What follows belongs to an exercise in optimizing a design on an open flow for small area; a production flow would make more cautious choices. Function was checked by simulation only, so behaviour that the tests miss may differ from the original. No activity file was given, so power comes from the tool's default toggle rates.

--- flow/config.mk ---
export PLATFORM = sky130hd
export DESIGN_NAME = top
export DESIGN_NICKNAME = top
export VERILOG_FILES = /design/flow/design.v
export SDC_FILE = /design/flow/constraint.sdc
export NUM_CORES = 4
export LEC_CHECK = 0
export CAP_MARGIN = 20
export CORE_MARGIN = 2
export CORE_UTILIZATION = 70
export SLEW_MARGIN = 20
--- flow/constraint.sdc ---
create_clock -name core_clock -period 10.0 [get_ports {clk}]
set_input_delay 2.0000 -clock core_clock [delete_from_list [all_inputs] [get_ports {clk}]]
set_output_delay 2.0000 -clock core_clock [all_outputs]
set_load 0.01 [all_outputs]
--- flow/design.v ---
module debounc_1 (
	clk,
	n_rst,
	din,
	rise
);
input clk;
input n_rst;
input din;
output rise;
localparam [14:0] LOAD = 15'h1484;
reg [14:0] cnt;
reg din_d1;
reg dout_d1;
wire restart = din ^ din_d1;
wire idle = ~|cnt[13:0];
wire zero = idle & ~cnt[14];
wire [14:0] cnt_step = {cnt[13:0], ~(cnt[14] ^ cnt[7]) & ~idle};
assign rise = zero & din_d1 & ~dout_d1;
always @(posedge clk or negedge n_rst)
	if(!n_rst) begin
		din_d1 <= 1'b0;
		cnt <= 15'h0;
		dout_d1 <= 1'b0;
	end
	else begin
		din_d1 <= din;
		cnt <= restart ? LOAD : cnt_step;
		if (zero) dout_d1 <= din_d1;
	end
endmodule
module debounc_2 (
	clk,
	n_rst,
	din,
	rise
);
input clk;
input n_rst;
input din;
output reg rise;
localparam [14:0] LOAD = 15'h2908;
reg [14:0] cnt;
reg din_d1;
reg dnext;
reg up;
wire restart = din ^ din_d1;
wire idle = ~|cnt;
wire [14:0] cnt_step = {cnt[13:0], ~(cnt[14] ^ cnt[7]) & ~idle};
wire start = idle & restart;
always @(posedge clk or negedge n_rst)
	if(!n_rst) begin
		din_d1 <= 1'b0;
		cnt <= 15'h0;
		dnext <= 1'b0;
		up <= 1'b0;
		rise <= 1'b0;
	end
	else begin
		din_d1 <= din;
		cnt <= cnt_step | ({15{start}} & LOAD);
		if (start) dnext <= din;
		up <= start & din & ~dnext;
		rise <= up;
	end
endmodule
module debounc_3 (
	clk,
	n_rst,
	din,
	rise
);
input clk;
input n_rst;
input din;
output rise;
localparam [14:0] LOAD = 15'h1484;
reg [14:0] cnt;
reg din_d1;
reg dout_d1;
wire restart = din ^ din_d1;
wire idle = ~|cnt[13:0];
wire zero = idle & ~cnt[14];
wire [14:0] cnt_step = {cnt[13:0], ~(cnt[14] ^ cnt[7]) & ~idle};
assign rise = zero & din_d1 & ~dout_d1;
always @(posedge clk or negedge n_rst)
	if(!n_rst) begin
		din_d1 <= 1'b0;
		cnt <= 15'h0;
		dout_d1 <= 1'b0;
	end
	else begin
		din_d1 <= din;
		cnt <= cnt_step | ({15{idle & restart}} & LOAD);
		if (zero) dout_d1 <= din_d1;
	end
endmodule
module edge_det_p(
    clk,
    n_rst,
    b0,
    b0_on
);
input clk;
input n_rst;
input b0;
output b0_on;
reg b0_d1;
always @(posedge clk or negedge n_rst)
if(!n_rst) begin
    b0_d1 <= 1'b0;
end
else begin
    b0_d1 <= b0;
end
assign b0_on = b0 & ~b0_d1;
endmodule
module led(
  clk,
  n_rst,
  din,
  dout
  );
input clk;
input n_rst;
input din;
output dout;
localparam [19:0] LOAD = 20'haccb;
reg [19:0] counter;
wire idle = ~|counter;
wire [19:0] step = {counter[18:0], ~(counter[19] ^ counter[16]) & ~idle};
always @(posedge clk or negedge n_rst)
  if (!n_rst) counter <= 20'h0;
  else counter <= din ? LOAD : step;
assign dout = ~idle;
endmodule
module doorlock_hdl(
  clk,
  n_rst,
  bt,
  btstar,
  opened
);
input clk;
input n_rst;
input [9:0] bt;
input btstar;
output opened;
parameter S_IDLE = 3'h0;
parameter S_FIRST = 3'h1;
parameter S_SEC = 3'h3;
parameter S_LAST = 3'h6;
parameter S_OPEN = 3'h4;
parameter S_FAKE = 3'h2;
parameter S_IDLE_O = 3'h5;
reg [2:0] c_state, n_state;
wire bt_any = |bt;
always @(posedge clk or negedge n_rst)
  if(!n_rst) c_state <= S_IDLE;
  else c_state <= n_state;
always @(*)
  case (c_state)
    S_IDLE, S_IDLE_O : n_state = bt[1] ? S_FIRST : S_IDLE;
    S_FIRST : n_state = bt[2] ? S_SEC : (btstar | bt_any) ? S_IDLE : S_FIRST;
    S_SEC : n_state = bt[7] ? S_LAST : btstar ? S_IDLE : bt_any ? S_FAKE : S_SEC;
    S_LAST : n_state = btstar ? S_OPEN : bt[7] ? S_LAST : bt_any ? S_FAKE : S_LAST;
    S_OPEN : n_state = S_IDLE_O;
    S_FAKE : n_state = bt[7] ? S_LAST : btstar ? S_IDLE : S_FAKE;
    default : n_state = S_IDLE;
  endcase
assign opened = (c_state == S_IDLE_O);
endmodule
module bd_if(
  clk,
  n_rst,
  bt_i,
  btstar_i,
  led_i,
  bt_o,
  btstar_o,
  led_o
  );
input clk;
input n_rst;
input [9:0] bt_i;
input btstar_i;
input led_i;
output [9:0] bt_o;
output btstar_o;
output led_o;
debounc_1 u_debounc0(.clk(clk), .n_rst(n_rst), .din(bt_i[0]), .rise(bt_o[0]));
debounc_1 u_debounc1(.clk(clk), .n_rst(n_rst), .din(bt_i[1]), .rise(bt_o[1]));
debounc_2 u_debounc2(.clk(clk), .n_rst(n_rst), .din(bt_i[2]), .rise(bt_o[2]));
debounc_2 u_debounc3(.clk(clk), .n_rst(n_rst), .din(bt_i[3]), .rise(bt_o[3]));
debounc_2 u_debounc4(.clk(clk), .n_rst(n_rst), .din(bt_i[4]), .rise(bt_o[4]));
debounc_2 u_debounc5(.clk(clk), .n_rst(n_rst), .din(bt_i[5]), .rise(bt_o[5]));
debounc_3 u_debounc6(.clk(clk), .n_rst(n_rst), .din(bt_i[6]), .rise(bt_o[6]));
debounc_3 u_debounc7(.clk(clk), .n_rst(n_rst), .din(bt_i[7]), .rise(bt_o[7]));
debounc_3 u_debounc8(.clk(clk), .n_rst(n_rst), .din(bt_i[8]), .rise(bt_o[8]));
debounc_3 u_debounc9(.clk(clk), .n_rst(n_rst), .din(bt_i[9]), .rise(bt_o[9]));
edge_det_p u_edgedet_pstar(.clk(clk), .n_rst(n_rst), .b0(~btstar_i), .b0_on(btstar_o));
led u_led(.clk(clk), .n_rst(n_rst), .din(led_i), .dout(led_o));
endmodule
module top(
	clk,
	n_rst,
	bt,
	btstar,
	led
);
input clk;
input n_rst;
input [9:0] bt;
input btstar;
output led;
wire [9:0] bt_w;
wire btstar_w;
wire open_w;
bd_if u_bd_if(
    .clk(clk),
    .n_rst(n_rst),
    .bt_i(bt),
    .btstar_i(btstar),
    .led_i(open_w),
    .bt_o(bt_w),
    .btstar_o(btstar_w),
    .led_o(led)
);
doorlock_hdl u_doorlock(
    .clk(clk),
    .n_rst(n_rst),
    .bt(bt_w),
    .btstar(btstar_w),
    .opened(open_w)
);
endmodule
--- flow/flow/run.sh ---
#!/bin/bash
# The standard layout (standard.sh), with two changes made through the ORFS
# variables it reads: the port buffers are the smallest buffer, and clock tree
# synthesis inserts no dummy loads and uses small clusters.
set -euo pipefail
export BUFFER_PORTS_ARGS="-buffer_cell sky130_fd_sc_hd__buf_1"
export CTS_ARGS="-sink_clustering_enable -repair_clock_nets -dont_use_dummy_load -buf_list {sky130_fd_sc_hd__clkbuf_2} -sink_clustering_size 5 -sink_clustering_max_diameter 25"
bash standard.sh > standard.log 2>&1
--- flow/standard.sh ---
#!/bin/bash
# synth_recipe.tcl (not shown) runs the flow's synth.tcl, then flattens the netlist and writes it again
# the make line also repeats each setting of config.mk as NAME=value (left out here)
make -C /OpenROAD-flow-scripts/flow DESIGN_CONFIG=/design/flow/config.mk WORK_HOME=/design/flow/orfs CLKGATE_MAP_FILE= SYNTH_SCRIPT=/design/flow/synth_recipe.tcl "${@:-finish}"
==> reports/results.txt, run 1 <==
Rel. slew slack -> 40.0%
Hold Path Class -> flop to flop
Vias in the first global route -> 3752
Skew-Pair Late Insertion Delay -> 0.65 ns
# Post-CTS Setup Buffers -> 0
# clock sinks -> 202
Crit end category -> output port
CTS clk-pin slew, worst paths -> 0.09 ns
Final wirelength -> 10100 µm
Tot Pwr -> 1700 µW
Worst-path fanout max -> 2
Post_cts resized -> 0
Synth Instances -> 446
Die width -> 101 µm
Status -> timing/DRC/antenna clean
Gr usage total -> 21.9%
Synth Cell Area -> 6610 µm²
Vias/cell -> 5.57
N_diodes -> 0
Maxcap violations -> 0
Worst Max-Slew Pin Slew -> 0.893 ns
Ys Warns -> 6
Data required, critical path -> 8.00 ns
Largest net degree at the start of global routing -> 76
Area leader, netlist -> dfrtp_1
CTS tree -> yes
Synth async-reset ratio -> 100%
Avg Inst Size Synth -> 14.8 µm²
Initial core utilization -> 71.9%
H-tree Lvls -> 2
Synth top area cells -> dfrtp_1, and2_1, nor4_1
First-pass GRT wire length -> 17500 µm
Worst EP arrival -> 1.76 ns
Fin crit share -> 37.6%
CTS hold repair buffers -> 0
Root Driver -> clkbuf_2
Chip Height -> 101 µm
Area Growth Syn to Fin -> 6.55%
ANT nets after route -> 0
Post-synth EDFFs -> 0
CP Launch Type -> flop
Drt wl/cell -> 16.4 µm
CP peak stage delay -> 0.39 ns
CTS Buf Count -> 49
Drt initial violations -> 135
Sequential share of the synthesized area -> 76.4%
Initial antenna violation count -> 0
Final setup fails -> 0
Dpl hpwl -> 6460 µm
Number of core rows -> 35
Total gr overflow -> 0
Max Clk Rate -> 266 MHz
Crit-path cells -> nor4_1, nand3_1, nand3b_1, buf_1
Final slew viol count -> 0
PwrDens -> 241 nW/µm²
Hold Fails Final Rpt -> 0
Core area -> 9200 µm²
Setup TNS -> 0 ns
Leak Pwr -> 0.00323 µW
Post-synthesis net count -> 459
PortBufs -> 13
Final net count -> 520
Top_reg_cell synth -> dfrtp_1
Slowest cell on the critical path -> dfrtp_1
Remaining DRCs -> 0
Vias -> 3431
Library cells used by synthesis -> 33
Die area -> 10200 µm²
CTS Buffer Depth -> 3
RSZ-0062 raised after global routing -> false
Synth top area share -> 76.4%
Share of cells above drive strength 1 -> 19.4%
Synthesis-stage register bit count -> 202
Peak VDD IR -> 151 µV
Kind of critical path -> flop to output port
Gpl congestion -> 0.745
Fin crit period -> 3.76 ns
Pre-Repair DR Iteration Count -> 4
Clock skew -> 0.0519 ns
Num ports -> 14
[power breakdown]
group	total [µW]	leakage, µW	internal [µW]	switching [µW]
logic	143	0.000609	79.9	63.4
registers	1170	0.00241	1030	138
clock network	386	0.000204	127	259
total	1700	0.00323	1240	460
[path summary, 6_finish.rpt]
| kind | to | from | slack [ns] | cells past startpoint |
|---|---|---|---|---|
| setup / recovery | led | u_bd_if.u_led.counter[2]$_DFF_PN0_ | 6.24 | 4 |
| hold / removal | u_bd_if.u_debounc6.cnt[5]$_DFF_PN0_ | u_bd_if.u_debounc6.cnt[4]$_DFF_PN0_ | 0.35 | 0 |
| setup reg to reg | u_doorlock.c_state[0]$_DFF_PN0_ | u_bd_if.u_debounc1.cnt[7]$_DFF_PN0_ | 8.01 | 6 |
| hold reg to reg | u_bd_if.u_debounc6.cnt[5]$_DFF_PN0_ | u_bd_if.u_debounc6.cnt[4]$_DFF_PN0_ | 0.35 | 0 |
| max in group asynchronous | u_bd_if.u_debounc3.cnt[12]$_DFF_PN0_ | n_rst | 7.17 | 2 |
| min in group asynchronous | u_bd_if.u_debounc0.cnt[11]$_DFF_PN0_ | n_rst | 1.45 | 1 |
[routing by layer]
layer,track usage [%],share of wire (%)
met4,8.63,1.7
met3,5.66,3.7
met5,0,0
met2,32.6,46
met1,31.8,49
[worst max-delay path: cells and delay by family, from the launching register on]
kind                   cells  cell delay [ns]
flip-flops                 1             0.39
buffers and inverters      1             0.16
AND/OR/NAND/NOR            3             0.58
[placed cells by master (no fill, tap or decap), types with 2 or more instances in the layout]
master	netlist	layout
dfrtp_1	202	202
clkbuf_2	0	49
and2_1	34	34
nor4_1	33	33
or2_2	32	32
nor2_1	26	26
xnor2_1	17	17
nand2b_1	16	16
buf_1	0	12
nor3_1	10	10
nand4_1	9	9
o21ai_0	8	8
nand2_1	6	6
inv_1	6	6
mux2_2	6	6
nor4b_1	5	5
a21oi_1	5	5
xor2_1	5	5
nor4_2	3	3
nor3b_1	2	2
and3_1	2	2
nand3b_1	2	2
buf_4	0	2
[stage by stage]
stage | instance area [µm²] | setup slack [ns] | std cells | hold slack (ns) | util, %
finish | 7050 | 6.24 | 616 | 0.354 | 76.6
global route | 7050 | 6.03 | 616 | 0.349 | 76.6
CTS | 7050 | 6.17 | 616 | 0.357 | 76.6
detailed placement | 6800 | 6.44 | 567 | 0.338 | 73.9
global placement | 6800 | 6.47 | 567 | 0.332 | 73.9
floorplan | 6610 | 7.09 | 446 | 0.331 | -
[flip-flops by register name, summed over array words and instances, names as in the netlist, 3 cells and up]
| register | count |
|---|---|
| u_bd_if.u_debounc4.cnt | 15 |
| u_bd_if.u_debounc1.cnt | 15 |
| u_bd_if.u_led.counter | 20 |
| u_doorlock.c_state | 3 |
| u_bd_if.u_debounc2.cnt | 15 |
| u_bd_if.u_debounc0.cnt | 15 |
| u_bd_if.u_debounc3.cnt | 15 |
| u_bd_if.u_debounc5.cnt | 15 |
| u_bd_if.u_debounc9.cnt | 15 |
| u_bd_if.u_debounc6.cnt | 15 |
| u_bd_if.u_debounc7.cnt | 15 |
| u_bd_if.u_debounc8.cnt | 15 |
[synthesized netlist by cell type (2+ instances only)]
| cell type | number |
|---|---|
| dfrtp_1 | 202 |
| and2_1 | 34 |
| nor4_1 | 33 |
| or2_2 | 32 |
| nor2_1 | 26 |
| xnor2_1 | 17 |
| nand2b_1 | 16 |
| nor3_1 | 10 |
| nand4_1 | 9 |
| o21ai_0 | 8 |
| inv_1 | 6 |
| mux2_2 | 6 |
| nand2_1 | 6 |
| a21oi_1 | 5 |
| clkbuf_1 | 5 |
| nor4b_1 | 5 |
| xor2_1 | 5 |
| nor4_2 | 3 |
| and3_1 | 2 |
| nand3b_1 | 2 |
| nor3b_1 | 2 |
[area by class of cell]
| cell class | count | area [µm²] |
|---|---|---|
| clock buffers | 49 | 245 |
| well taps | 111 | 139 |
| repair buffers | 15 | 67.6 |
| multi-input cells | 233 | 1520 |
| fillers | 574 | 2150 |
| inverters | 6 | 22.5 |
| flip-flops and latches | 202 | 5050 |
[kinds of logic (layout without fill, tap and decap cells)]
family                    Yosys count  in the layout  synth area share, %
muxes                               6              6                 1.02
AOI/OAI and AO/OA                  18             18                 1.74
buffers and inverters              11             70                0.624
xor gates and xnor gates           22             22                 2.91
and+or+nand+nor                   187            187                 17.3
DFF                               202            202                 76.4
==> run 2, diff against run 1 <==
--- a/flow/design.v
+++ b/flow/design.v
@@ -7,26 +7,27 @@
 input clk;
 input n_rst;
 input din;
-output rise;
-localparam [14:0] LOAD = 15'h1484;
+output reg rise;
+localparam [14:0] LOAD = 15'h2908;
 reg [14:0] cnt;
 reg din_d1;
-reg dout_d1;
+reg dout_rdy;
 wire restart = din ^ din_d1;
-wire idle = ~|cnt[13:0];
-wire zero = idle & ~cnt[14];
+wire idle = ~|cnt;
 wire [14:0] cnt_step = {cnt[13:0], ~(cnt[14] ^ cnt[7]) & ~idle};
-assign rise = zero & din_d1 & ~dout_d1;
+wire take = idle & ~restart;
 always @(posedge clk or negedge n_rst)
 	if(!n_rst) begin
 		din_d1 <= 1'b0;
 		cnt <= 15'h0;
-		dout_d1 <= 1'b0;
+		dout_rdy <= 1'b0;
+		rise <= 1'b0;
 	end
 	else begin
 		din_d1 <= din;
 		cnt <= restart ? LOAD : cnt_step;
-		if (zero) dout_d1 <= din_d1;
+		if (take) dout_rdy <= din;
+		rise <= take & din & ~dout_rdy;
 	end
 endmodule
 module debounc_2 (
@@ -73,26 +74,28 @@
 input clk;
 input n_rst;
 input din;
-output rise;
-localparam [14:0] LOAD = 15'h1484;
+output reg rise;
+localparam [14:0] LOAD = 15'h2908;
 reg [14:0] cnt;
 reg din_d1;
-reg dout_d1;
+reg dout_rdy;
 wire restart = din ^ din_d1;
-wire idle = ~|cnt[13:0];
-wire zero = idle & ~cnt[14];
+wire idle = ~|cnt;
 wire [14:0] cnt_step = {cnt[13:0], ~(cnt[14] ^ cnt[7]) & ~idle};
-assign rise = zero & din_d1 & ~dout_d1;
+wire take = idle & ~restart;
+wire start = idle & restart;
 always @(posedge clk or negedge n_rst)
 	if(!n_rst) begin
 		din_d1 <= 1'b0;
 		cnt <= 15'h0;
-		dout_d1 <= 1'b0;
+		dout_rdy <= 1'b0;
+		rise <= 1'b0;
 	end
 	else begin
 		din_d1 <= din;
-		cnt <= cnt_step | ({15{idle & restart}} & LOAD);
-		if (zero) dout_d1 <= din_d1;
+		cnt <= cnt_step | ({15{start}} & LOAD);
+		if (take) dout_rdy <= din;
+		rise <= take & din & ~dout_rdy;
 	end
 endmodule
 module edge_det_p(
@@ -148,11 +151,11 @@
 output opened;
 parameter S_IDLE = 3'h0;
 parameter S_FIRST = 3'h1;
-parameter S_SEC = 3'h3;
-parameter S_LAST = 3'h6;
+parameter S_SEC = 3'h2;
+parameter S_LAST = 3'h3;
 parameter S_OPEN = 3'h4;
-parameter S_FAKE = 3'h2;
-parameter S_IDLE_O = 3'h5;
+parameter S_FAKE = 3'h5;
+parameter S_IDLE_O = 3'h6;
 reg [2:0] c_state, n_state;
 wire bt_any = |bt;
 always @(posedge clk or negedge n_rst)
==> flow/run.sh (new file) <==
#!/bin/bash
# synth_recipe.tcl (not shown) runs the flow's synth.tcl, then flattens the netlist and writes it again
# the make line also repeats each setting of config.mk as NAME=value (left out here)
make -C /OpenROAD-flow-scripts/flow DESIGN_CONFIG=/design/flow/config.mk WORK_HOME=/design/flow/orfs CLKGATE_MAP_FILE= SYNTH_SCRIPT=/design/flow/synth_recipe.tcl finish
--- a/flow/config.mk
+++ b/flow/config.mk
@@ -7,5 +7,5 @@
 export LEC_CHECK = 0
 export CAP_MARGIN = 20
 export CORE_MARGIN = 2
-export CORE_UTILIZATION = 70
+export CORE_UTILIZATION = 40
 export SLEW_MARGIN = 20
removed: flow/flow/run.sh
removed: flow/standard.sh
==> run 2 against run 1 <==
  * Worst setup slack got worse by 0.17 ns
  * Critical endpoint unchanged
  * Sequential power increased by 4%
  * Final cell count grew 19%
  * Largest power group unchanged
  * Design area rose by 13%
  * Non-clock buffer count did not move
  * Still clean on timing, DRC and antenna
==> reports/results.txt, run 2 <==
Pre-Repair DR Iteration Count -> 4 (unchanged)
Number of core rows -> 47 (was 35)
Chip Height -> 135 µm (was 101 µm)
Data required, critical path -> 8.00 ns (about the same)
Synth Cell Area -> 6810 µm² (was 6610 µm²)
CP peak stage delay -> 0.50 ns (was 0.39 ns)
First-pass GRT wire length -> 17900 µm (was 17500 µm)
Slowest cell on the critical path -> clkdlybuf4s50_1 (was dfrtp_1)
Drt initial violations -> 169 (was 135)
Post-synth top cells -> dfrtp_1, and2_1, nor4_1, or2_2, xnor2_1 (was dfrtp_1, and2_1, nor4_1, or2_2, nor2_1)
PwrDens -> 275 nW/µm² (was 241 nW/µm²)
Synth Instances -> 468 (was 446)
Dpl hpwl -> 6200 µm (was 6460 µm)
Synth top area cells -> dfrtp_1, and2_1, nor4_1 (unchanged)
Library cells used by synthesis -> 31 (was 33)
Gpl congestion -> 0.739 (was 0.745)
Synthesis-stage register bit count -> 208 (was 202)
Avg Inst Size Synth -> 14.6 µm² (was 14.8 µm²)
Sw frac -> 24.1% (was 27.1%)
Max Clk Rate -> 254 MHz (was 266 MHz)
Fin crit period -> 3.93 ns (was 3.76 ns)
Skew-Pair Late Insertion Delay -> 0.49 ns (was 0.65 ns)
Ys Warns -> 6 (unchanged)
Post-synthesis net count -> 481 (was 459)
Core area -> 16600 µm² (was 9200 µm²)
Die area -> 18100 µm² (was 10200 µm²)
Pint -> 1650 µW (was 1240 µW)
Most frequent cells in the layout -> dfrtp_1, and2_1, nor4_1, or2_2, clkbuf_16 (was dfrtp_1, clkbuf_2, and2_1, nor4_1, or2_2)
Setup TNS -> 0 ns (unchanged)
Maxcap violations -> 0 (unchanged)
Clock power share -> 34.8% (was 22.8%)
Crit end category -> output port (unchanged)
Cell Area, Placed -> 7210 µm² (was 6800 µm²)
Vias -> 3544 (was 3431)
Share of cells above drive strength 1 -> 13.8% (was 19.4%)
Gr usage total -> 11.9% (was 21.9%)
Root Driver -> clkbuf_16 (was clkbuf_2)
Post_cts resized -> 0 (unchanged)
Area leader, netlist -> dfrtp_1 (unchanged)
Final instance area -> 7930 µm² (was 7050 µm²)
Final setup fails -> 0 (unchanged)
Initial antenna violation count -> 0 (unchanged)
Num ports -> 14 (unchanged)
Sequential share of the synthesized area -> 76.4% (about the same)
Fin util -> 47.6% (was 76.6%)
# clock sinks -> 208 (was 202)
Die width -> 135 µm (was 101 µm)
Worst-path fanout max -> 2 (unchanged)
# Post-CTS Setup Buffers -> 0 (unchanged)
Hold Fails Final Rpt -> 0 (unchanged)
Initial core utilization -> 40.9% (was 71.9%)
CTS hold repair buffers -> 0 (unchanged)
ANT nets after route -> 0 (unchanged)
Final net count -> 515 (was 520)
CTS Buf Count -> 22 (was 49)
Area Growth Syn to Fin -> 16.4% (was 6.55%)
Top reg by flops -> u_bd_if.u_led.counter (unchanged)
Total gr overflow -> 0 (unchanged)
Synth async-reset ratio -> 100% (unchanged)
Multi-input gate area -> 1570 µm² (was 1520 µm²)
Most common cell after layout, fill and taps aside -> dfrtp_1 (unchanged)
CTS clk-pin slew, worst paths -> 0.06 ns (was 0.09 ns)
Worst EP arrival -> 1.93 ns (was 1.76 ns)
Largest net degree at the start of global routing -> 131 (was 76)
CP Launch Type -> flop (unchanged)
Synth top area share -> 76.4% (about the same)
Leak Pwr -> 0.00345 µW (was 0.00323 µW)
Clock skew -> 0.00938 ns (was 0.0519 ns)
Fin crit share -> 39.3% (was 37.6%)
Top-count cell post-synth -> dfrtp_1 (unchanged)
Top_reg_cell synth -> dfrtp_1 (unchanged)
CTS Buffer Depth -> 3 (unchanged)
CTS tree -> yes (unchanged)
Vias/cell -> 4.82 (was 5.57)
RSZ-0062 raised after global routing -> false (unchanged)
Hold Path Class -> flop to flop (unchanged)
Combinational Power Share -> 9.3% (was 8.5%)
PortBufs -> 13 (unchanged)
Final slew viol count -> 0 (unchanged)
Remaining DRCs -> 0 (unchanged)
Final wirelength -> 10100 µm (about the same)
Drt wl/cell -> 13.7 µm (was 16.4 µm)
Reg power frac -> 55.9% (was 68.8%)
Peak VDD IR -> 132 µV (was 151 µV)
Rel. slew slack -> 37.6% (was 40.0%)
N_diodes -> 0 (unchanged)
Kind of critical path -> flop to output port (unchanged)
H-tree Lvls -> 1 (was 2)
Storage cell area -> 5200 µm² (was 5050 µm²)
Crit-path cells -> nor4_1, and3_1, nand3_1, clkdlybuf4s50_1 (was nor4_1, nand3_1, nand3b_1, buf_1)
Vias in the first global route -> 3763 (was 3752)
Psw -> 526 µW (was 460 µW)
Status -> timing/DRC/antenna clean (unchanged)
Fillers -> 1430 (was 574)
Post-synth EDFFs -> 0 (unchanged)
Worst Max-Slew Pin Slew -> 0.936 ns (was 0.893 ns)
Max reg flops -> 20 (unchanged)
run 2: cell count changes in the layout (fill, tap and decap cells not counted), sizes merged, moves of 5 or more:
cell and delta:
buf -12, clkbuf -15, clkdlybuf4s50 +12, dfrtp +6, mux2 -6, nand2 +7, nor2 -11, nor3 +6
nor4b -6, o211ai +6, xor2 -5
run 2: kinds of logic (layout without fill, tap and decap cells):
| kind of cell | after synthesis | after routing | share of synthesized area, % |
|---|---|---|---|
| flip-flops | 208 | 208 | 76.4 |
| multiplexers | 1 | 1 | 0.147 |
| buffers and inverters | 11 | 59 | 0.606 |
| AO/OA/AOI/OAI | 32 | 32 | 3.14 |
| XOR/XNOR | 21 | 21 | 2.70 |
| AND/OR/NAND/NOR | 195 | 195 | 17.0 |
run 2: area by class of cell:
class / instances / area share [%]
clock inverter: 4 / 0.284
timing repair buffer: 15 / 2.13
sequential: 208 / 65.7
tap: 220 / 3.47
inverter: 6 / 0.284
multi-input combinational: 249 / 19.8
clock buffer: 34 / 8.41
run 2: path summary, 6_finish.rpt:
kind / start / endpoint / slack (ns) / depth (start not counted)
max: u_bd_if.u_led.counter[6]$_DFF_PN0_ / led / 6.07 / 4
min reg2reg: u_bd_if.u_debounc2.up$_DFF_PN0_ / u_bd_if.u_debounc2.rise$_DFF_PN0_ / 0.35 / 0
max in group asynchronous: n_rst / u_bd_if.u_debounc8.dout_rdy$_DFFE_PN0N_ / 6.90 / 3
min: u_bd_if.u_debounc2.up$_DFF_PN0_ / u_bd_if.u_debounc2.rise$_DFF_PN0_ / 0.35 / 0
min in group asynchronous: n_rst / u_bd_if.u_debounc1.cnt[5]$_DFF_PN0_ / 1.40 / 1
max reg2reg: u_bd_if.u_debounc7.rise$_DFF_PN0_ / u_doorlock.c_state[0]$_DFF_PN0_ / 8.26 / 4
run 2: through the flow:
step           setup WS, ns  hold WS (ns)  std cells  total power (µW)
2_1_floorplan          7.13         0.331        468              1340
3_3_place_gp           6.23         0.334        697              1420
3_5_place_dp           6.18         0.340        697              1430
4_1_cts                6.04         0.355        735              2210
5_1_grt                5.91         0.367        736              2300
6_report               6.07         0.353        736              2180
run 2: worst max-delay path: cells and delay by family, from the launching register on:
family / cells / cell delay [ns]
DFF: 1 / 0.38
buffers and inverters: 1 / 0.50
and+or+nand+nor: 3 / 0.56
run 2: metal layers:
layer  track usage [%]  vias to the layer above  wire length [µm]
li1                  -                     1672                 -
met1              17.8                     1810              5120
met2              17.3                       37              4380
met3              2.85                       25               353
met4              3.98                        0               251
met5                 0                        -                 0
run 2: power by group through the flow:
| stage | clock [µW] | combinational [µW] | sequential [µW] |
|---|---|---|---|
| after global placement | 0 | 197 | 1230 |
| after floorplan | 0 | 160 | 1180 |
| after global routing | 813 | 234 | 1250 |
| after CTS | 780 | 207 | 1220 |
| final | 758 | 204 | 1220 |
| after detailed placement | 0 | 206 | 1230 |
==> run 3, diff against run 2 <==
--- a/flow/design.v
+++ b/flow/design.v
@@ -7,27 +7,26 @@
 input clk;
 input n_rst;
 input din;
-output reg rise;
-localparam [14:0] LOAD = 15'h2908;
+output rise;
+localparam [14:0] LOAD = 15'h1484;
 reg [14:0] cnt;
 reg din_d1;
-reg dout_rdy;
+reg dout_d1;
 wire restart = din ^ din_d1;
-wire idle = ~|cnt;
+wire idle = ~|cnt[13:0];
+wire zero = idle & ~cnt[14];
 wire [14:0] cnt_step = {cnt[13:0], ~(cnt[14] ^ cnt[7]) & ~idle};
-wire take = idle & ~restart;
+assign rise = zero & din_d1 & ~dout_d1;
 always @(posedge clk or negedge n_rst)
 	if(!n_rst) begin
 		din_d1 <= 1'b0;
 		cnt <= 15'h0;
-		dout_rdy <= 1'b0;
-		rise <= 1'b0;
+		dout_d1 <= 1'b0;
 	end
 	else begin
 		din_d1 <= din;
 		cnt <= restart ? LOAD : cnt_step;
-		if (take) dout_rdy <= din;
-		rise <= take & din & ~dout_rdy;
+		if (zero) dout_d1 <= din_d1;
 	end
 endmodule
 module debounc_2 (
@@ -40,13 +39,13 @@
 input n_rst;
 input din;
 output reg rise;
-localparam [14:0] LOAD = 15'h2908;
+localparam [14:0] LOAD = 15'h1484;
 reg [14:0] cnt;
 reg din_d1;
 reg dnext;
 reg up;
 wire restart = din ^ din_d1;
-wire idle = ~|cnt;
+wire idle = ~|cnt[13:0];    
 wire [14:0] cnt_step = {cnt[13:0], ~(cnt[14] ^ cnt[7]) & ~idle};
 wire start = idle & restart;
 always @(posedge clk or negedge n_rst)
@@ -74,28 +73,26 @@
 input clk;
 input n_rst;
 input din;
-output reg rise;
-localparam [14:0] LOAD = 15'h2908;
+output rise;
+localparam [14:0] LOAD = 15'h1484;
 reg [14:0] cnt;
 reg din_d1;
-reg dout_rdy;
+reg dout_d1;
 wire restart = din ^ din_d1;
-wire idle = ~|cnt;
+wire idle = ~|cnt[13:0];
+wire zero = idle & ~cnt[14];
 wire [14:0] cnt_step = {cnt[13:0], ~(cnt[14] ^ cnt[7]) & ~idle};
-wire take = idle & ~restart;
-wire start = idle & restart;
+assign rise = zero & din_d1 & ~dout_d1;
 always @(posedge clk or negedge n_rst)
 	if(!n_rst) begin
 		din_d1 <= 1'b0;
 		cnt <= 15'h0;
-		dout_rdy <= 1'b0;
-		rise <= 1'b0;
+		dout_d1 <= 1'b0;
 	end
 	else begin
 		din_d1 <= din;
-		cnt <= cnt_step | ({15{start}} & LOAD);
-		if (take) dout_rdy <= din;
-		rise <= take & din & ~dout_rdy;
+		cnt <= cnt_step | ({15{idle & restart}} & LOAD);
+		if (zero) dout_d1 <= din_d1;
 	end
 endmodule
 module edge_det_p(
@@ -128,9 +125,9 @@
 input n_rst;
 input din;
 output dout;
-localparam [19:0] LOAD = 20'haccb;
+localparam [19:0] LOAD = 20'h5665;
 reg [19:0] counter;
-wire idle = ~|counter;
+wire idle = ~|counter[18:0];    
 wire [19:0] step = {counter[18:0], ~(counter[19] ^ counter[16]) & ~idle};
 always @(posedge clk or negedge n_rst)
   if (!n_rst) counter <= 20'h0;
@@ -151,11 +148,11 @@
 output opened;
 parameter S_IDLE = 3'h0;
 parameter S_FIRST = 3'h1;
-parameter S_SEC = 3'h2;
-parameter S_LAST = 3'h3;
+parameter S_SEC = 3'h3;
+parameter S_LAST = 3'h6;
 parameter S_OPEN = 3'h4;
-parameter S_FAKE = 3'h5;
-parameter S_IDLE_O = 3'h6;
+parameter S_FAKE = 3'h2;
+parameter S_IDLE_O = 3'h5;
 reg [2:0] c_state, n_state;
 wire bt_any = |bt;
 always @(posedge clk or negedge n_rst)
==> flow/flow/run.sh (new file) <==
#!/bin/bash
# The standard layout (standard.sh) with three changes:
# - after the standard synthesis, its combinational logic is re-mapped by
#   flow/reopt.ys (registers untouched), and the layout continues from that;
# - the port buffers are the smallest buffer (BUFFER_PORTS_ARGS);
# - clock tree synthesis inserts no dummy loads and uses small clusters
#   of small buffers (CTS_ARGS).
# Each tool's output goes to a log file in this folder.
set -euo pipefail
export BUFFER_PORTS_ARGS="-buffer_cell sky130_fd_sc_hd__buf_1"
export CTS_ARGS="-sink_clustering_enable -repair_clock_nets -dont_use_dummy_load -buf_list {sky130_fd_sc_hd__clkbuf_8} -sink_clustering_size 20 -sink_clustering_max_diameter 50"
R=$PWD/orfs/results/$FLOW_PLATFORM/top/base
LIB=$FLOW_HOME/platforms/$FLOW_PLATFORM/lib/sky130_fd_sc_hd__tt_025C_1v80.lib
YOSYS=$(command -v yosys || echo $FLOW_HOME/../tools/install/yosys/bin/yosys)
bash standard.sh $R/1_2_yosys.v > synth.log 2>&1
cp $R/1_2_yosys.v standard_1_2_yosys.v
sed -e "s#LIBFILE#$LIB#g; s#IN_NETLIST#$PWD/standard_1_2_yosys.v#; s#OUT_NETLIST#$PWD/reopt_1_2_yosys.v#" flow/reopt.ys > reopt_run.ys
"$YOSYS" -s reopt_run.ys > reopt.log 2>&1
cp reopt_1_2_yosys.v $R/1_2_yosys.v
bash standard.sh > standard.log 2>&1
==> flow/flow/reopt.ys (new file) <==
# Re-map the combinational logic of the standard synthesis netlist with a
# stronger area-oriented ABC script. Flip-flops (and tie cells) are kept as
# black boxes, so every register keeps its name and cell type.
read_liberty -ignore_miss_func LIBFILE
read_verilog IN_NETLIST
hierarchy -top top
setattr -mod -set blackbox 1 sky130_fd_sc_hd__df* sky130_fd_sc_hd__sdf* sky130_fd_sc_hd__edf* sky130_fd_sc_hd__sedf* sky130_fd_sc_hd__dl* sky130_fd_sc_hd__conb_1
flatten -noscopeinfo
opt_clean
abc -liberty LIBFILE -dont_use sky130_fd_sc_hd__probe_p_8 -dont_use sky130_fd_sc_hd__probec_p_8 -dont_use sky130_fd_sc_hd__lpflow_* -script +strash;&get,-n;&dch,-f;&nf,-a,-R,1000;&put
opt_clean -purge
hierarchy -top top
rename -enumerate
hilomap -singleton -hicell sky130_fd_sc_hd__conb_1 HI -locell sky130_fd_sc_hd__conb_1 LO
insbuf -buf sky130_fd_sc_hd__buf_4 A X
opt_clean -purge
tee -o reopt_stat.txt stat -liberty LIBFILE
write_verilog -noattr -noexpr -nohex -nodec OUT_NETLIST
==> flow/standard.sh (new file) <==
#!/bin/bash
# synth_recipe.tcl (not shown) runs the flow's synth.tcl, then flattens the netlist and writes it again
# the make line also repeats each setting of config.mk as NAME=value (left out here)
make -C /OpenROAD-flow-scripts/flow DESIGN_CONFIG=/design/flow/config.mk WORK_HOME=/design/flow/orfs CLKGATE_MAP_FILE= SYNTH_SCRIPT=/design/flow/synth_recipe.tcl "${@:-finish}"
--- a/flow/config.mk
+++ b/flow/config.mk
@@ -7,5 +7,5 @@
 export LEC_CHECK = 0
 export CAP_MARGIN = 20
 export CORE_MARGIN = 2
-export CORE_UTILIZATION = 40
+export CORE_UTILIZATION = 70
 export SLEW_MARGIN = 20
removed: flow/run.sh
==> run 3 against run 2 <==
  * Clock power decreased by 52%
  * Sequential power is essentially flat
  * Still clean
  * Worst hold slack lost 0.0097 ns
  * Critical path type unchanged
  * Routed wire length fell by 8.0%
  * Synthesized cell count shrank 4.5%
==> reports/results.txt, run 3 <==
Status -> timing/DRC/antenna clean (unchanged)
Final setup fails -> 0 (unchanged)
Share of cells above drive strength 1 -> 3.77% (was 13.8%)
Worst EP arrival -> 1.73 ns (was 1.93 ns)
Storage cell area -> 5050 µm² (was 5200 µm²)
Tot Pwr -> 1710 µW (was 2180 µW)
CTS Buf Count -> 15 (was 22)
Clock skew -> 0.0343 ns (was 0.00938 ns)
Hold Fails Final Rpt -> 0 (unchanged)
Gpl congestion -> 0.886 (was 0.739)
Final instance area -> 6940 µm² (was 7930 µm²)
Drt wl/cell -> 15.8 µm (was 13.7 µm)
CTS clk-pin slew, worst paths -> 0.11 ns (was 0.06 ns)
Ys Warns -> 6 (unchanged)
RSZ-0062 raised after global routing -> false (unchanged)
Vias/cell -> 5.61 (was 4.82)
CTS tree -> yes (unchanged)
Dpl hpwl -> 6110 µm (was 6200 µm)
Synth Instances -> 447 (was 468)
Max reg flops -> 20 (unchanged)
# Post-CTS Setup Buffers -> 0 (unchanged)
PortBufs -> 13 (unchanged)
Skew-Pair Late Insertion Delay -> 0.49 ns (about the same)
Final slew viol count -> 0 (unchanged)
Fin crit period -> 3.73 ns (was 3.93 ns)
# clock sinks -> 202 (was 208)
Chip Height -> 101 µm (was 135 µm)
Initial antenna violation count -> 0 (unchanged)
Max Clk Rate -> 268 MHz (was 254 MHz)
Crit-path cells -> nor4_1, nand2_1, nor4_1, nand3_1, buf_1 (was nor4_1, and3_1, nand3_1, clkdlybuf4s50_1)
Fin util -> 75.8% (was 47.6%)
Total gr overflow -> 0 (unchanged)
Crit path buf inv count -> 1 (unchanged)
Rel. slew slack -> 36.3% (was 37.6%)
Vias in the first global route -> 3467 (was 3763)
Final wirelength -> 9300 µm (was 10100 µm)
Hold path depth -> 0 (unchanged)
Reg-to-reg setup timing slack -> 7.57 ns (was 8.26 ns)
Worst Max-Slew Pin Slew -> 0.948 ns (was 0.936 ns)
Leak Pwr -> 0.00292 µW (was 0.00345 µW)
Drt initial violations -> 169 (unchanged)
CP peak stage delay -> 0.39 ns (was 0.50 ns)
Num ports -> 14 (unchanged)
Crit Reg-Reg Endpoint -> u_doorlock.c_state[2]$_DFF_PN0_ (was u_doorlock.c_state[0]$_DFF_PN0_)
CTS Buffer Depth -> 3 (unchanged)
Largest net degree at the start of global routing -> 90 (was 131)
Fin crit share -> 37.3% (was 39.3%)
CTS hold repair buffers -> 0 (unchanged)
Hold Startpoint -> u_bd_if.u_debounc3.up$_DFF_PN0_ (was u_bd_if.u_debounc2.up$_DFF_PN0_)
ANT nets after route -> 0 (unchanged)
Cell Area, Placed -> 6730 µm² (was 7210 µm²)
Avg Inst Size Synth -> 14.6 µm² (about the same)
First-pass GRT wire length -> 16200 µm (was 17900 µm)
Crit end category -> output port (unchanged)
Pre-Repair DR Iteration Count -> 4 (unchanged)
Crit-path most repeated cell -> nor4_1
Die area -> 10100 µm² (was 18100 µm²)
Crit-path leading delay family -> simple AND/OR/NAND/NOR gates (unchanged)
Die width -> 101 µm (was 135 µm)
H-tree Lvls -> 1 (unchanged)
Post-Route Hold Slack -> 0.344 ns (was 0.353 ns)
Final net count -> 492 (was 515)
Post_cts resized -> 0 (unchanged)
Area Growth Syn to Fin -> 6.39% (was 16.4%)
Most frequent cells in the layout -> dfrtp_1, and2_0, or2_0, nor4_1, nor2_1 (was dfrtp_1, and2_1, nor4_1, or2_2, clkbuf_16)
Synth Cell Area -> 6520 µm² (was 6810 µm²)
Post-synthesis net count -> 460 (was 481)
Data required, critical path -> 8.00 ns (about the same)
Top reg by flops -> u_bd_if.u_led.counter (unchanged)
Most common cell after layout, fill and taps aside -> dfrtp_1 (unchanged)
Core area -> 9150 µm² (was 16600 µm²)
Peak VDD IR -> 184 µV (was 132 µV)
Root Driver -> clkbuf_8 (was clkbuf_16)
CP Launch Type -> flop (unchanged)
Cells on worst reg2reg path -> 8 (was 4)
Number of core rows -> 35 (was 47)
WHS Endpoint -> u_bd_if.u_debounc3.rise$_DFF_PN0_ (was u_bd_if.u_debounc2.rise$_DFF_PN0_)
Hold Path Class -> flop to flop (unchanged)
Kind of critical path -> flop to output port (unchanged)
Slowest cell on the critical path -> dfrtp_1 (was clkdlybuf4s50_1)
N_diodes -> 0 (unchanged)
Gr usage total -> 20.3% (was 11.9%)
Setup TNS -> 0 ns (unchanged)
Fillers -> 583 (was 1430)
Remaining DRCs -> 0 (unchanged)
Worst-path fanout max -> 2 (unchanged)
Vias -> 3299 (was 3544)
Reg2reg start -> u_bd_if.u_debounc1.cnt[7]$_DFF_PN0_ (was u_bd_if.u_debounc7.rise$_DFF_PN0_)
Multi-input gate area -> 1450 µm² (was 1570 µm²)
Maxcap violations -> 0 (unchanged)
Initial core utilization -> 71.3% (was 40.9%)
PwrDens -> 247 nW/µm² (was 275 nW/µm²)
run 3: worst max-delay path by stage:
stage,startpoint,end,slack [ns],cells after the start
6_report,u_bd_if.u_led.counter[12]$_DFF_PN0_,led,6.27,5
5_1_grt,u_bd_if.u_led.counter[12]$_DFF_PN0_,led,6.11,5
4_1_cts,u_bd_if.u_led.counter[12]$_DFF_PN0_,led,6.22,5
3_5_place_dp,n_rst,u_bd_if.u_debounc3.cnt[11]$_DFF_PN0_,6.28,2
3_3_place_gp,n_rst,u_bd_if.u_debounc3.cnt[12]$_DFF_PN0_,6.33,2
2_1_floorplan,u_bd_if.u_led.counter[12]$_DFF_PN0_,led,7.00,4
run 3: layer usage:
metal	global-route usage, %	wire, µm	vias up
met3	3.12	232	16
met2	30.8	4260	39
met5	0	0	-
met4	6.11	203	0
li1	-	-	1570
met1	31.5	4610	1674
run 3: metrics by stage:
| step | std cells | setup slack, ns |
|---|---|---|
| 2_1_floorplan | 447 | 7.00 |
| 3_3_place_gp | 573 | 6.33 |
| 3_5_place_dp | 573 | 6.28 |
| 4_1_cts | 588 | 6.22 |
| 5_1_grt | 588 | 6.11 |
| 6_report | 588 | 6.27 |
run 3: area by class of cell:
cell class	count	share of cell area [%]
flip-flops and latches	202	72.9
inverters	4	0.216
clock buffers	15	2.98
well taps	111	2.00
repair buffers	15	1.03
multi-input cells	241	20.9
run 3: report_power, final:
part	internal [µW]	leakage (µW)	total, µW	switching, µW
combinational	77.3	0.000444	147	69.5
sequential	1070	0.00237	1210	141
clock	136	0.000108	361	225
total	1280	0.00292	1710	435
==> run 4, diff against run 3 <==
--- a/flow/flow/run.sh
+++ b/flow/flow/run.sh
@@ -8,7 +8,7 @@
 # Each tool's output goes to a log file in this folder.
 set -euo pipefail
 export BUFFER_PORTS_ARGS="-buffer_cell sky130_fd_sc_hd__buf_1"
-export CTS_ARGS="-sink_clustering_enable -repair_clock_nets -dont_use_dummy_load -buf_list {sky130_fd_sc_hd__clkbuf_8} -sink_clustering_size 20 -sink_clustering_max_diameter 50"
+export CTS_ARGS="-sink_clustering_enable -repair_clock_nets -dont_use_dummy_load -buf_list {sky130_fd_sc_hd__clkbuf_16} -sink_clustering_size 40 -sink_clustering_max_diameter 60"
 R=$PWD/orfs/results/$FLOW_PLATFORM/top/base
 LIB=$FLOW_HOME/platforms/$FLOW_PLATFORM/lib/sky130_fd_sc_hd__tt_025C_1v80.lib
 YOSYS=$(command -v yosys || echo $FLOW_HOME/../tools/install/yosys/bin/yosys)
==> run 4 against run 3 <==
  * Total power up 3.9%
  * Sequential share of layout area shrank 0.72 points
  * Synthesized cell count is the same
  * Final cell count is 0.68% lower
  * Clock power increased by 18%
  * Critical path type unchanged
  * Largest power group unchanged
==> reports/results.txt, run 4 <==
Reg power frac -> 67.9% (was 70.4%)
Pint -> 1340 µW (was 1280 µW)
CTS tree -> yes (unchanged)
Post_cts resized -> 0 (unchanged)
Dpl hpwl -> 6110 µm (unchanged)
Combinational Power Share -> 8.3% (was 8.6%)
PortBufs -> 13 (unchanged)
Post-synthesis net count -> 460 (unchanged)
Fin crit period -> 3.71 ns (was 3.73 ns)
Area Growth Syn to Fin -> 7.44% (was 6.39%)
# clock sinks -> 202 (unchanged)
Hold path depth -> 0 (unchanged)
CTS clk-pin slew, worst paths -> 0.11 ns (about the same)
Share of cells above drive strength 1 -> 2.96% (was 3.77%)
Num ports -> 14 (unchanged)
Max reg flops -> 20 (unchanged)
Final net count -> 488 (was 492)
Worst-path fanout max -> 2 (unchanged)
Slowest cell on the critical path -> dfrtp_1 (unchanged)
First-pass GRT wire length -> 16300 µm (was 16200 µm)
Vias -> 3274 (was 3299)
N_diodes -> 0 (unchanged)
Met2 WL post-DR -> 4380 µm (was 4260 µm)
Clock power share -> 23.8% (was 21.0%)
DP Worst Slack -> 6.28 ns (unchanged)
CTS Buf Count -> 11 (was 15)
RSZ-0062 raised after global routing -> false (unchanged)
CP peak stage delay -> 0.39 ns (about the same)
Psw -> 441 µW (was 435 µW)
Clock skew -> 0.0303 ns (was 0.0343 ns)
Die area -> 10100 µm² (unchanged)
Met3 WL -> 217 µm (was 232 µm)
Highest routing layer actually used -> met4 (unchanged)
Ys Warns -> 6 (unchanged)
Gr usage total -> 20.4% (was 20.3%)
Most common cell after layout, fill and taps aside -> dfrtp_1 (unchanged)
Data required, critical path -> 8.00 ns (about the same)
Skew-Pair Late Insertion Delay -> 0.45 ns (was 0.49 ns)
Cells on worst reg2reg path -> 8 (unchanged)
Largest net degree at the start of global routing -> 90 (unchanged)
Final slew viol count -> 0 (unchanged)
Remaining DRCs -> 0 (unchanged)
Worst EP arrival -> 1.71 ns (was 1.73 ns)
Hold Path Class -> flop to flop (unchanged)
Worst Max-Slew Pin Slew -> 0.928 ns (was 0.948 ns)
Maxcap violations -> 0 (unchanged)
Root Driver -> clkbuf_16 (was clkbuf_8)
Sw frac -> 24.7% (was 25.4%)
Crit end category -> output port (unchanged)
Initial core utilization -> 71.3% (unchanged)
Met1 Routed Length -> 4590 µm (was 4610 µm)
Top reg by flops -> u_bd_if.u_led.counter (unchanged)
Drt initial violations -> 135 (was 169)
CTS hold repair buffers -> 0 (unchanged)
Die width -> 101 µm (unchanged)
Chip Height -> 101 µm (unchanged)
ANT nets after route -> 0 (unchanged)
CP Launch Type -> flop (unchanged)
Gpl congestion -> 0.886 (unchanged)
Initial antenna violation count -> 0 (unchanged)
Final wirelength -> 9350 µm (was 9300 µm)
Pre-Repair DR Iteration Count -> 4 (unchanged)
Fin crit share -> 37.1% (was 37.3%)
Peak VDD IR -> 192 µV (was 184 µV)
Core area -> 9150 µm² (unchanged)
CTS Buffer Depth -> 3 (unchanged)
Number of core rows -> 35 (unchanged)
Crit-path cells -> nor4_1, nand2_1, nor4_1, nand3_1, buf_1 (unchanged)
Vias/cell -> 5.61 (about the same)
Final setup fails -> 0 (unchanged)
Setup TNS -> 0 ns (unchanged)
Drt wl/cell -> 16.0 µm (was 15.8 µm)
Synth Cell Area -> 6520 µm² (unchanged)
Status -> timing/DRC/antenna clean (unchanged)
Avg Inst Size Synth -> 14.6 µm² (unchanged)
Leak Pwr -> 0.00295 µW (was 0.00292 µW)
Crit-path most repeated cell -> nor4_1 (unchanged)
Kind of critical path -> flop to output port (unchanged)
Total gr overflow -> 0 (unchanged)
Synth Instances -> 447 (unchanged)
Most frequent cells in the layout -> dfrtp_1, and2_0, or2_0, nor4_1, nor2_1 (unchanged)
Vias in the first global route -> 3455 (was 3467)
PwrDens -> 254 nW/µm² (was 247 nW/µm²)
# Post-CTS Setup Buffers -> 0 (unchanged)
H-tree Lvls -> 1 (unchanged)
Setup WS post-layout -> 6.29 ns (was 6.27 ns)
Rel. slew slack -> 37.7% (was 36.3%)
Hold Fails Final Rpt -> 0 (unchanged)
Max Clk Rate -> 270 MHz (was 268 MHz)
==> run 4: cell types whose count changed in the layout (fill, tap and decap cells not counted) <==
cell	delta
clkbuf_8	-15
clkbuf_16	+11
==> run 4: final timing paths <==
path / start / endpoint / slack (ns)
max in group asynchronous: n_rst / u_bd_if.u_debounc2.rise$_DFF_PN0_ / 7.17
min reg2reg: u_bd_if.u_debounc5.up$_DFF_PN0_ / u_bd_if.u_debounc5.rise$_DFF_PN0_ / 0.36
max reg2reg: u_bd_if.u_debounc1.cnt[7]$_DFF_PN0_ / u_doorlock.c_state[2]$_DFF_PN0_ / 7.53
max: u_bd_if.u_led.counter[12]$_DFF_PN0_ / led / 6.29
min: u_bd_if.u_debounc5.up$_DFF_PN0_ / u_bd_if.u_debounc5.rise$_DFF_PN0_ / 0.36
min in group asynchronous: n_rst / u_bd_if.u_debounc7.dout_d1$_DFFE_PN0N_ / 1.63
==> run 4: critical path: cells and delay by family (launching register included) <==
kind / cells / cell delay (ns)
simple gates: 4 / 0.71
flops: 1 / 0.39
buf+inv: 1 / 0.15
==> run 4: per-stage QoR <==
step | power [µW] | utilization, % | std cells | hold WS, ns | instance area (µm²)
final | 1780 | 76.6 | 584 | 0.363 | 7010
after global routing | 1880 | 76.6 | 584 | 0.381 | 7010
after CTS | 1800 | 76.5 | 584 | 0.367 | 7000
after detailed placement | 1370 | 73.5 | 573 | 0.341 | 6730
after global placement | 1360 | 73.5 | 573 | 0.335 | 6730
after floorplan | 1280 | - | 447 | 0.331 | 6520
==> run 4: layout make-up <==
class | instances | area [µm²]
flip-flops and latches | 202 | 5050
repair buffers | 15 | 71.3
multi-input cells | 241 | 1450
inverters | 4 | 15.0
clock buffers | 11 | 275
fillers | 560 | 2150
well taps | 111 | 139
==> run 4: power by group through the flow <==
stage / Combinational (µW) / Sequential [µW] / Clock, µW
global placement: 142 / 1220 / 0
finish: 148 / 1210 / 425
CTS: 151 / 1210 / 435
detailed placement: 148 / 1220 / 0
floorplan: 109 / 1170 / 0
global route: 169 / 1240 / 466
==> run 4: metal layers <==
metal | track usage [%] | up-vias
met3 | 2.91 | 12
li1 | - | 1566
met4 | 4.74 | 0
met1 | 31.8 | 1663
met5 | 0 | -
met2 | 31.7 | 33
==> run 5, diff against run 4 <==
--- a/flow/flow/run.sh
+++ b/flow/flow/run.sh
@@ -8,7 +8,7 @@
 # Each tool's output goes to a log file in this folder.
 set -euo pipefail
 export BUFFER_PORTS_ARGS="-buffer_cell sky130_fd_sc_hd__buf_1"
-export CTS_ARGS="-sink_clustering_enable -repair_clock_nets -dont_use_dummy_load -buf_list {sky130_fd_sc_hd__clkbuf_16} -sink_clustering_size 40 -sink_clustering_max_diameter 60"
+export CTS_ARGS="-sink_clustering_enable -repair_clock_nets -dont_use_dummy_load -buf_list {sky130_fd_sc_hd__clkbuf_4} -sink_clustering_size 12 -sink_clustering_max_diameter 35"
 R=$PWD/orfs/results/$FLOW_PLATFORM/top/base
 LIB=$FLOW_HOME/platforms/$FLOW_PLATFORM/lib/sky130_fd_sc_hd__tt_025C_1v80.lib
 YOSYS=$(command -v yosys || echo $FLOW_HOME/../tools/install/yosys/bin/yosys)
==> run 5 against run 4 <==
  * Still clean
  * Register-to-register slack improved by 0.05 ns
  * Routed wire length increased by 1.2%
  * Synthesized area unchanged
  * Utilization decreased by 0.79 points
  * Total power decreased by 3.8%
  * Clock-buffer cell count increased by 16
  * Final cell count increased by 2.7%
  * Worst hold slack got worse by 0.019 ns
  * Sequential power about the same
  * Largest power group unchanged
  * Highest routed layer unchanged
==> reports/results.txt, run 5 <==
Avg Inst Size Synth -> 14.6 µm² (unchanged)
Fin util -> 75.8% (was 76.6%)
H-tree Lvls -> 1 (unchanged)
Share of cells above drive strength 1 -> 6.13% (was 2.96%)
PwrDens -> 247 nW/µm² (was 254 nW/µm²)
Synth Instances -> 447 (unchanged)
Chip Height -> 101 µm (unchanged)
CTS hold repair buffers -> 0 (unchanged)
Sw frac -> 26.1% (was 24.7%)
PortBufs -> 13 (unchanged)
Ys Warns -> 6 (unchanged)
Core area -> 9150 µm² (unchanged)
Hold Fails Final Rpt -> 0 (unchanged)
Met2 usage -> 30.7% (was 31.7%)
Most frequent cells in the layout -> dfrtp_1, and2_0, or2_0, nor4_1, clkbuf_4 (was dfrtp_1, and2_0, or2_0, nor4_1, nor2_1)
Top reg by flops -> u_bd_if.u_led.counter (unchanged)
Drt initial violations -> 150 (was 135)
Initial core utilization -> 71.3% (unchanged)
CTS tree -> yes (unchanged)
ANT nets after route -> 0 (unchanged)
CTS Buf Count -> 27 (was 11)
Crit end category -> output port (unchanged)
Final setup fails -> 0 (unchanged)
Post-synthesis net count -> 460 (unchanged)
Post_cts resized -> 0 (unchanged)
Num ports -> 14 (unchanged)
Drt wl/cell -> 15.8 µm (was 16.0 µm)
Leak Pwr -> 0.00294 µW (was 0.00295 µW)
Met1 usage -> 32.7% (was 31.8%)
Vias -> 3365 (was 3274)
Clock power share -> 21.0% (was 23.8%)
Final slew viol count -> 0 (unchanged)
# Post-CTS Setup Buffers -> 0 (unchanged)
N_diodes -> 0 (unchanged)
First-pass GRT wire length -> 16600 µm (was 16300 µm)
Worst EP arrival -> 1.83 ns (was 1.71 ns)
Clock skew -> 0.0429 ns (was 0.0303 ns)
Initial antenna violation count -> 0 (unchanged)
Kind of critical path -> flop to output port (unchanged)
Crit path buf inv count -> 1 (unchanged)
Crit-path leading delay family -> simple AND/OR/NAND/NOR gates (unchanged)
Fin crit share -> 38.3% (was 37.1%)
Setup TNS -> 0 ns (unchanged)
Max Clk Rate -> 261 MHz (was 270 MHz)
Crit-path most repeated cell -> nor4_1 (unchanged)
Max reg flops -> 20 (unchanged)
Reg-to-reg setup timing slack -> 7.58 ns (was 7.53 ns)
Data required, critical path -> 8.00 ns (about the same)
CTS Buffer Depth -> 3 (unchanged)
Most common cell after layout, fill and taps aside -> dfrtp_1 (unchanged)
Skew-Pair Late Insertion Delay -> 0.59 ns (was 0.45 ns)
Area Growth Syn to Fin -> 6.33% (was 7.44%)
Reg power frac -> 70.4% (was 67.9%)
Die width -> 101 µm (unchanged)
Hold Path Class -> flop to flop (unchanged)
Worst-path fanout max -> 2 (unchanged)
Gr usage total -> 20.8% (was 20.4%)
Synth Cell Area -> 6520 µm² (unchanged)
Slowest cell on the critical path -> dfrtp_1 (unchanged)
Pre-Repair DR Iteration Count -> 4 (unchanged)
Peak VDD IR -> 139 µV (was 192 µV)
Die area -> 10100 µm² (unchanged)
Vias/cell -> 5.61 (about the same)
Psw -> 447 µW (was 441 µW)
CP Launch Type -> flop (unchanged)
Remaining DRCs -> 0 (unchanged)
Rel. slew slack -> 38.2% (was 37.7%)
Vias in the first global route -> 3588 (was 3455)
RSZ-0062 raised after global routing -> false (unchanged)
Worst Max-Slew Pin Slew -> 0.921 ns (was 0.928 ns)
Total gr overflow -> 0 (unchanged)
Status -> timing/DRC/antenna clean (unchanged)
Fin crit period -> 3.83 ns (was 3.71 ns)
Number of core rows -> 35 (unchanged)
CTS clk-pin slew, worst paths -> 0.12 ns (was 0.11 ns)
Final net count -> 504 (was 488)
# clock sinks -> 202 (unchanged)
Combinational Power Share -> 8.6% (was 8.3%)
Gpl congestion -> 0.886 (unchanged)
Final wirelength -> 9460 µm (was 9350 µm)
Grt met3 use -> 4.23% (was 2.91%)
GRT Max-Usage Layer -> met1 (unchanged)
Largest net degree at the start of global routing -> 90 (unchanged)
Pint -> 1270 µW (was 1340 µW)
Crit-path cells -> nor4_1, nand2_1, nor4_1, nand3_1, buf_1 (unchanged)
Dpl hpwl -> 6110 µm (unchanged)
Root Driver -> clkbuf_4 (was clkbuf_16)
CP peak stage delay -> 0.39 ns (about the same)
Maxcap violations -> 0 (unchanged)
==> run 5: layout make-up <==
type	count	area, µm²
Sequential cell	202	5050
Fill cell	577	2220
Tap cell	111	139
Clock buffer	27	203
Timing Repair Buffer	15	71.3
Inverter	4	15.0
Multi-Input combinational cell	241	1450
==> run 5: through the flow <==
step	area [µm²]	cells	power, µW	setup slack, ns	hold WS, ns
final	6930	600	1710	6.17	0.344
after floorplan	6520	447	1280	7.00	0.331
after detailed placement	6730	573	1370	6.28	0.341
after CTS	6930	600	1730	6.14	0.346
after global placement	6730	573	1360	6.33	0.335
after global routing	6930	600	1820	5.99	0.351
==> run 5: worst paths after layout <==
kind,startpoint,end,depth (start not counted)
min in group asynchronous,n_rst,u_bd_if.u_debounc6.cnt[10]$_DFF_PN0_,1
max in group asynchronous,n_rst,u_bd_if.u_debounc0.cnt[0]$_DFF_PN0_,2
setup / recovery,u_bd_if.u_led.counter[0]$_DFF_PN0_,led,5
hold / removal,u_bd_if.u_debounc3.cnt[0]$_DFF_PN0_,u_bd_if.u_debounc3.cnt[1]$_DFF_PN0_,0
setup reg to reg,u_bd_if.u_debounc1.cnt[7]$_DFF_PN0_,u_doorlock.c_state[2]$_DFF_PN0_,8
hold reg to reg,u_bd_if.u_debounc3.cnt[0]$_DFF_PN0_,u_bd_if.u_debounc3.cnt[1]$_DFF_PN0_,0
==> run 5: power groups by stage <==
| stage | sequential [µW] | combinational [µW] | clock, µW |
|---|---|---|---|
| final | 1210 | 147 | 361 |
| after CTS | 1210 | 150 | 374 |
| after floorplan | 1170 | 109 | 0 |
| after detailed placement | 1220 | 148 | 0 |
| after global placement | 1220 | 142 | 0 |
| after global routing | 1240 | 168 | 411 |
==> run 5: worst register-to-register path, delay by kind of cell, from the launching register on <==
kind             cells  cell delay (ns)
AO/OA/AOI/OAI        1             0.10
AND/OR/NAND/NOR      7             1.77
flip-flops           1             0.43
==> run 5: layer usage <==
metal | routed length [µm] | vias to the layer above
li1 | - | 1608
met1 | 4650 | 1693
met2 | 4310 | 44
met3 | 326 | 20
met4 | 170 | 0
met5 | 0 | -
==> run 6, diff against run 5 <==
--- a/flow/flow/run.sh
+++ b/flow/flow/run.sh
@@ -8,7 +8,7 @@
 # Each tool's output goes to a log file in this folder.
 set -euo pipefail
 export BUFFER_PORTS_ARGS="-buffer_cell sky130_fd_sc_hd__buf_1"
-export CTS_ARGS="-sink_clustering_enable -repair_clock_nets -dont_use_dummy_load -buf_list {sky130_fd_sc_hd__clkbuf_4} -sink_clustering_size 12 -sink_clustering_max_diameter 35"
+export CTS_ARGS="-sink_clustering_enable -repair_clock_nets -dont_use_dummy_load -buf_list {sky130_fd_sc_hd__clkbuf_4} -sink_clustering_size 8 -sink_clustering_max_diameter 30"
 R=$PWD/orfs/results/$FLOW_PLATFORM/top/base
 LIB=$FLOW_HOME/platforms/$FLOW_PLATFORM/lib/sky130_fd_sc_hd__tt_025C_1v80.lib
 YOSYS=$(command -v yosys || echo $FLOW_HOME/../tools/install/yosys/bin/yosys)
==> run 6 against run 5 <==
  * Still clean on timing, DRC and antenna
  * Global-route usage increased by 0.27 points
  * Total power grew 3.1%
  * Clock skew is 0.0085 ns lower
  * Combinational power about the same
  * Sequential cell count did not move
  * Via count is 1.3% higher
  * Register-to-register slack hardly changed
  * Routed wire length up 1.6%
  * Largest cell class unchanged
==> reports/results.txt, run 6 <==
Status -> timing/DRC/antenna clean (unchanged)
CTS clk-pin slew, worst paths -> 0.08 ns (was 0.12 ns)
Final wirelength -> 9610 µm (was 9460 µm)
Num ports -> 14 (unchanged)
Multi-input gate area -> 1450 µm² (unchanged)
Clock skew -> 0.0344 ns (was 0.0429 ns)
ANT nets after route -> 0 (unchanged)
Avg Inst Size Synth -> 14.6 µm² (unchanged)
Worst Max-Slew Pin Slew -> 0.924 ns (was 0.921 ns)
Leak Pwr -> 0.00298 µW (was 0.00294 µW)
Total gr overflow -> 0 (unchanged)
Skew-Pair Late Insertion Delay -> 0.55 ns (was 0.59 ns)
Remaining DRCs -> 0 (unchanged)
Dpl hpwl -> 6110 µm (unchanged)
# Post-CTS Setup Buffers -> 0 (unchanged)
Final setup fails -> 0 (unchanged)
Fillers -> 585 (was 577)
Hold Path Class -> flop to flop (unchanged)
Hold Fails Final Rpt -> 0 (unchanged)
Met1 usage -> 31.6% (was 32.7%)
Synth Instances -> 447 (unchanged)
Worst-path fanout max -> 2 (unchanged)
N_diodes -> 0 (unchanged)
Area Growth Syn to Fin -> 7.37% (was 6.33%)
# clock sinks -> 202 (unchanged)
PortBufs -> 13 (unchanged)
Core area -> 9150 µm² (unchanged)
Synth Cell Area -> 6520 µm² (unchanged)
Fin crit share -> 37.8% (was 38.3%)
Chip Height -> 101 µm (unchanged)
Share of cells above drive strength 1 -> 7.83% (was 6.13%)
Drt wl/cell -> 15.8 µm (about the same)
Largest net degree at the start of global routing -> 90 (unchanged)
CP Launch Type -> flop (unchanged)
DP Worst Slack -> 6.28 ns (unchanged)
Gpl congestion -> 0.886 (unchanged)
Setup TNS -> 0 ns (unchanged)
Pre-Repair DR Iteration Count -> 4 (unchanged)
Vias/cell -> 5.60 (was 5.61)
Number of core rows -> 35 (unchanged)
Reg-to-reg setup timing slack -> 7.59 ns (was 7.58 ns)
Most common cell after layout, fill and taps aside -> dfrtp_1 (unchanged)
CTS tree -> yes (unchanged)
Crit end category -> output port (unchanged)
Ys Warns -> 6 (unchanged)
Vias in the first global route -> 3688 (was 3588)
Data required, critical path -> 8.00 ns (about the same)
Vias -> 3409 (was 3365)
First-pass GRT wire length -> 16700 µm (was 16600 µm)
Root Driver -> clkbuf_4 (unchanged)
Die area -> 10100 µm² (unchanged)
Setup WS post-layout -> 6.22 ns (was 6.17 ns)
GRT Max-Usage Layer -> met1 (unchanged)
Post-Route Hold Slack -> 0.354 ns (was 0.344 ns)
Reg2reg start -> u_bd_if.u_debounc1.cnt[7]$_DFF_PN0_ (unchanged)
Max Clk Rate -> 264 MHz (was 261 MHz)
Rel. slew slack -> 38.0% (was 38.2%)
Grt met3 use -> 5.20% (was 4.23%)
CP endpoint -> led (unchanged)
Met2 usage -> 31.4% (was 30.7%)
Fin util -> 76.5% (was 75.8%)
Final slew viol count -> 0 (unchanged)
Worst EP arrival -> 1.78 ns (was 1.83 ns)
Fin crit period -> 3.78 ns (was 3.83 ns)
PwrDens -> 252 nW/µm² (was 247 nW/µm²)
Storage cell area -> 5050 µm² (unchanged)
Maxcap violations -> 0 (unchanged)
Top reg by flops -> u_bd_if.u_led.counter (unchanged)
Origin of the worst setup path -> u_bd_if.u_led.counter[12]$_DFF_PN0_ (was u_bd_if.u_led.counter[0]$_DFF_PN0_)
Die width -> 101 µm (unchanged)
Most frequent cells in the layout -> dfrtp_1, clkbuf_4, and2_0, or2_0, nor4_1 (was dfrtp_1, and2_0, or2_0, nor4_1, clkbuf_4)
Gr usage total -> 21.1% (was 20.8%)
Kind of critical path -> flop to output port (unchanged)
Max reg flops -> 20 (unchanged)
Initial antenna violation count -> 0 (unchanged)
CTS hold repair buffers -> 0 (unchanged)
Final net count -> 513 (was 504)
Crit Reg-Reg Endpoint -> u_doorlock.c_state[2]$_DFF_PN0_ (unchanged)
Drt initial violations -> 108 (was 150)
RSZ-0062 raised after global routing -> false (unchanged)
CTS Buffer Depth -> 3 (unchanged)
Peak VDD IR -> 151 µV (was 139 µV)
Post-synthesis net count -> 460 (unchanged)
H-tree Lvls -> 2 (was 1)
Initial core utilization -> 71.3% (unchanged)
Post_cts resized -> 0 (unchanged)
CTS Buf Count -> 36 (was 27)
Cells on worst reg2reg path -> 8 (unchanged)
## run 6: final cells by class
class,instances,share of cell area (%)
sequential,202,72.2
multi-input combinational,241,20.7
clock buffer,36,3.86
tap,111,1.98
timing repair buffer,15,1.02
inverter,4,0.214
## run 6: report_power, final
part,switching (µW),leakage [µW],internal (µW)
registers,142,0.00237,1070
clock network,245,0.000166,166
logic,69.7,0.000444,77.3
total,457,0.00298,1310
## run 6: how the worst min path moves through the flow
| stage | startpoint | end | slack [ns] | cells after the start |
|---|---|---|---|---|
| after CTS | u_bd_if.u_debounc5.up$_DFF_PN0_ | u_bd_if.u_debounc5.rise$_DFF_PN0_ | 0.36 | 0 |
| after floorplan | u_bd_if.u_debounc2.up$_DFF_PN0_ | u_bd_if.u_debounc2.rise$_DFF_PN0_ | 0.33 | 0 |
| after global routing | u_bd_if.u_debounc5.cnt[10]$_DFF_PN0_ | u_bd_if.u_debounc5.cnt[11]$_DFF_PN0_ | 0.34 | 0 |
| final | u_bd_if.u_debounc5.up$_DFF_PN0_ | u_bd_if.u_debounc5.rise$_DFF_PN0_ | 0.35 | 0 |
| after detailed placement | u_bd_if.u_debounc5.up$_DFF_PN0_ | u_bd_if.u_debounc5.rise$_DFF_PN0_ | 0.34 | 0 |
| after global placement | u_bd_if.u_debounc5.up$_DFF_PN0_ | u_bd_if.u_debounc5.rise$_DFF_PN0_ | 0.34 | 0 |
## run 6: worst max-delay path, stage by stage, from the launching register on
cell	delay (ns)
dfrtp_1	0.38
nor4_1	0.29
nand2_1	0.09
nor4_1	0.20
nand3_1	0.14
buf_1	0.15
## run 6: per-stage QoR
step                cell area (µm²)  power (µW)  instances
floorplan                      6520        1280        447
global placement               6730        1360        573
detailed placement             6730        1370        573
CTS                            7000        1790        609
global route                   7000        1880        609
finish                         7000        1770        609
## run 6: layer usage
metal  share of wire [%]  vias up
met3                 3.4       14
met1                  48     1716
met5                   0        -
met2                  47       49
met4                 1.3        0
li1                    -     1630

-- port drivers added, routing unchanged --
How much do the figures lean on ideal ports? The routed layouts below were timed once more, with nothing changed but the port constraints. Step 1: set_driving_cell puts a clkbuf_16 on clk and a buf_2 on each other input, an assumption about the parent block. Step 2 also shifts input and output timing later by t, the mid clock arrival at the registers, as if the neighbouring blocks saw the same clock. Three values: ideal ports, drivers, drivers and shift; two values: the first two.
| run | shift t [ns] | setup slack, ns | worst setup path after step 2 | slew at the worst register clock pin (ns) | worst data-port slew with drivers (ns) |
|---|---|---|---|---|---|
| run 1 | 0.660 | 6.238 / 6.206 / 6.514 | input, reset recovery | 0.10 / 0.10 | 0.03 |
| run 2 | 0.522 | 6.065 / 6.026 / 6.384 | input, reset recovery | 0.06 / 0.06 | 0.04 |
| run 3 | 0.496 | 6.267 / 6.236 / 6.705 | input, reset recovery | 0.11 / 0.11 | 0.04 |
| run 4 | 0.473 | 6.292 / 6.253 / 6.715 | input, reset recovery | 0.11 / 0.11 | 0.04 |
| run 5 | 0.609 | 6.174 / 6.142 / 6.708 | input, reset recovery | 0.12 / 0.12 | 0.04 |
| run 6 | 0.556 | 6.216 / 6.184 / 6.706 | input, reset recovery | 0.08 / 0.08 | 0.04 |
After both steps every run listed still meets setup and hold. Setup slack includes reset recovery checks.
